This design comes from an exercise in tuning for small area and a short achievable clock period on the open sky130 flow, not from production work.
Power and IR drop assume default switching activity.

==> inputs of run G <==
// ecliptic_top
module ecliptic_top
  (
   input wire          clk,
   input wire          nrst,
   input wire [31:0]   src1,
   input wire [31:0]   src2,
   input wire          bop_req,
   input wire [1:0]    bop_op,
   output logic [31:0] bop_res,
   output logic        bop_ack,
   input wire          cls_req,
   output logic [9:0]  cls_res,
   output logic        cls_ack,
   input wire          cmp_req,
   input wire [2:0]    cmp_op,
   output logic [31:0] cmp_res,
   output logic        cmp_invalid,
   output logic        cmp_ack,
   input wire          cvtw_req,
   input wire [1:0]    cvtw_rm,
   input wire          cvtw_unsigned,
   output logic [31:0] cvtw_res,
   output logic        cvtw_invalid,
   output logic        cvtw_inexact,
   output logic        cvtw_ack,
   input wire          cvts_req,
   input wire [1:0]    cvts_rm,
   input wire          cvts_unsigned,
   output logic [31:0] cvts_res,
   output logic        cvts_inexact,
   output logic        cvts_ack
   );
==> module ecliptic_increment, before the edit <==
module ecliptic_increment
  (
   input wire [31:0]   a,
   input wire          cin,
   output logic [31:0] y
   );
  logic [31:0] p [0:5];
  always_comb begin
    p[0] = a;
    for (int l = 0; l < 5; l++) begin
      for (int i = 0; i < 32; i++) begin
        if ((i >> l) & 1) p[l+1][i] = p[l][i] & p[l][((i >> l) << l) - 1];
        else p[l+1][i] = p[l][i];
      end
    end
    y[0] = a[0] ^ cin;
    for (int i = 1; i < 32; i++) y[i] = a[i] ^ (cin & p[5][i-1]);
  end
endmodule
==> module ecliptic_converter_to_float, before the edit <==
module ecliptic_converter_to_float
  (
   input wire          sg,
   input wire [7:0]    ex,
   input wire [22:0]   man,
   input wire          c,
   input wire          g,
   input wire          st,
   input wire [1:0]    rm,
   output logic [31:0] res,
   output logic        inexact
   );
  logic        ru, cin, ce;
  logic [22:0] pm [0:5];
  logic [7:0]  pe [0:3];
  always_comb begin
    case (rm)
      2'b00: ru = g & (st | man[0]);
      2'b01: ru = 1'b0;
      2'b10: ru = sg & (g | st);
      default: ru = ~sg & (g | st);
    endcase
    inexact = g | st;
    cin = c | ru;
    pm[0] = man;
    for (int l = 0; l < 5; l++) begin
      for (int i = 0; i < 23; i++) begin
        if ((i >> l) & 1) pm[l+1][i] = pm[l][i] & pm[l][((i >> l) << l) - 1];
        else pm[l+1][i] = pm[l][i];
      end
    end
    pe[0] = ex;
    for (int l = 0; l < 3; l++) begin
      for (int i = 0; i < 8; i++) begin
        if ((i >> l) & 1) pe[l+1][i] = pe[l][i] & pe[l][((i >> l) << l) - 1];
        else pe[l+1][i] = pe[l][i];
      end
    end
    ce = cin & pm[5][22];
    res[31] = sg;
    res[23] = ex[0] ^ ce;
    for (int i = 1; i < 8; i++) res[23+i] = ex[i] ^ (ce & pe[3][i-1]);
    res[0] = man[0] ^ cin;
    for (int i = 1; i < 23; i++) res[i] = man[i] ^ (cin & pm[5][i-1]);
  end
endmodule
Settings: LEC_CHECK=0, ABC_AREA=1, CAP_MARGIN=20, CORE_MARGIN=2, CORE_UTILIZATION=40, CTS_BUF_LIST=sky130_fd_sc_hd__clkbuf_8, SETUP_SLACK_MARGIN=3.9, SLEW_MARGIN=20, SYNTH_HIERARCHICAL=1; clock period 7.5 ns.
standard.sh (not shown) runs the stock make flow with config.mk's settings and CLKGATE_MAP_FILE= SYNTH_SCRIPT=/design/flow/synth_recipe.tcl, a recipe that flattens the netlist after the stock synthesis.
==> flow/flow/run.sh <==
#!/bin/bash
# Standard ORFS layout, with plain buf_1 cells as the port buffers
# instead of the default clkdlybuf4s50_1 delay cells.
set -euo pipefail
export BUFFER_PORTS_ARGS="-buffer_cell sky130_fd_sc_hd__buf_1"
bash standard.sh > standard.log 2>&1
==> inputs of run F, as changes to run G <==
--- a/flow/design.v
+++ b/flow/design.v
@@ -29,15 +29,13 @@
    output logic [31:0] y
    );
-  logic [31:0] p [0:5];
+  logic [31:0] p;
   always_comb begin
-    p[0] = a;
-    for (int l = 0; l < 5; l++) begin
-      for (int i = 0; i < 32; i++) begin
-        if ((i >> l) & 1) p[l+1][i] = p[l][i] & p[l][((i >> l) << l) - 1];
-        else p[l+1][i] = p[l][i];
-      end
-    end
+    p = a;
+    for (int d = 1; d < 32; d = d * 2)
+      for (int i = 2 * d - 1; i < 32; i = i + 2 * d) p[i] = p[i] & p[i-d];
+    for (int d = 8; d >= 1; d = d / 2)
+      for (int i = 3 * d - 1; i < 32; i = i + 2 * d) p[i] = p[i] & p[i-d];
     y[0] = a[0] ^ cin;
-    for (int i = 1; i < 32; i++) y[i] = a[i] ^ (cin & p[5][i-1]);
+    for (int i = 1; i < 32; i++) y[i] = a[i] ^ (cin & p[i-1]);
   end
 endmodule
@@ -54,7 +52,6 @@
    output logic        inexact
    );
-  logic        ru, cin, ce;
-  logic [22:0] pm [0:5];
-  logic [7:0]  pe [0:3];
+  logic        ru, cin;
+  logic [30:0] p;
   always_comb begin
     case (rm)
@@ -66,24 +63,12 @@
     inexact = g | st;
     cin = c | ru;
-    pm[0] = man;
-    for (int l = 0; l < 5; l++) begin
-      for (int i = 0; i < 23; i++) begin
-        if ((i >> l) & 1) pm[l+1][i] = pm[l][i] & pm[l][((i >> l) << l) - 1];
-        else pm[l+1][i] = pm[l][i];
-      end
-    end
-    pe[0] = ex;
-    for (int l = 0; l < 3; l++) begin
-      for (int i = 0; i < 8; i++) begin
-        if ((i >> l) & 1) pe[l+1][i] = pe[l][i] & pe[l][((i >> l) << l) - 1];
-        else pe[l+1][i] = pe[l][i];
-      end
-    end
-    ce = cin & pm[5][22];
+    p = {ex, man};
+    for (int d = 1; d < 31; d = d * 2)
+      for (int i = 2 * d - 1; i < 31; i = i + 2 * d) p[i] = p[i] & p[i-d];
+    for (int d = 8; d >= 1; d = d / 2)
+      for (int i = 3 * d - 1; i < 31; i = i + 2 * d) p[i] = p[i] & p[i-d];
     res[31] = sg;
-    res[23] = ex[0] ^ ce;
-    for (int i = 1; i < 8; i++) res[23+i] = ex[i] ^ (ce & pe[3][i-1]);
     res[0] = man[0] ^ cin;
-    for (int i = 1; i < 23; i++) res[i] = man[i] ^ (cin & pm[5][i-1]);
+    for (int i = 1; i < 31; i++) res[i] = (i < 23 ? man[i] : ex[i-23]) ^ (cin & p[i-1]);
   end
 endmodule
- SETUP_SLACK_MARGIN: 3.9 -> 3.75
==> impl_results.md <==
- Run status: complete, no violations
- Post-synthesis xor/xnor area fraction: 2.20%
- Post-Synth Adder-Cell Area: 0.306%
- Initial drt markers: approximately 1600
- Comb power frac: 35.0%
- Finished Cell Area: between 15000 and 20000 um^2
- Placed Cells: 2698
(the above is from run G)
==> impl_results.md <==
- Placed Cells: 2606
- Post-synthesis xor/xnor area fraction: around 3.2%
- Run status: complete, no violations
- Post-Synth Adder-Cell Area: 0.211%
- Comb power frac: 31.7%
(the above is from run F)
Function was not checked in any run of this note: the RTL went through the layout flow alone.

## afterwards: timing with drivers on the ports
The flow's constraints put no driver on any port. The routed layouts listed below were extracted and timed again, unchanged, in two steps. Step 1, drivers: a clkbuf_16 drives clk and a buf_2 each remaining input, both assumed. Step 2 adds t to the input delays and takes it off the output delays; t is the mean of the earliest and latest rising clock arrival at the registers after step 1. Input paths then give back, and output paths get back, about the clock's delay inside the block. Slacks: ideal / step 1 / step 2; pairs: ideal / step 1.
run	t (ns)	setup WS [ns]	worst setup path at the end	latest minus earliest clock arrival (ns)	pins driven straight from the clock port
run G	0.516	3.963 / 3.925 / 3.463	input to register	0.023 / 0.023	1
run F	0.524	3.836 / 3.857 / 3.333	input to register	0.018 / 0.018	1
After both steps setup and hold are still met in every run listed. The setup slack of run F, which loses most, moves by +0.021 ns with the drivers and by -0.503 ns with both steps.
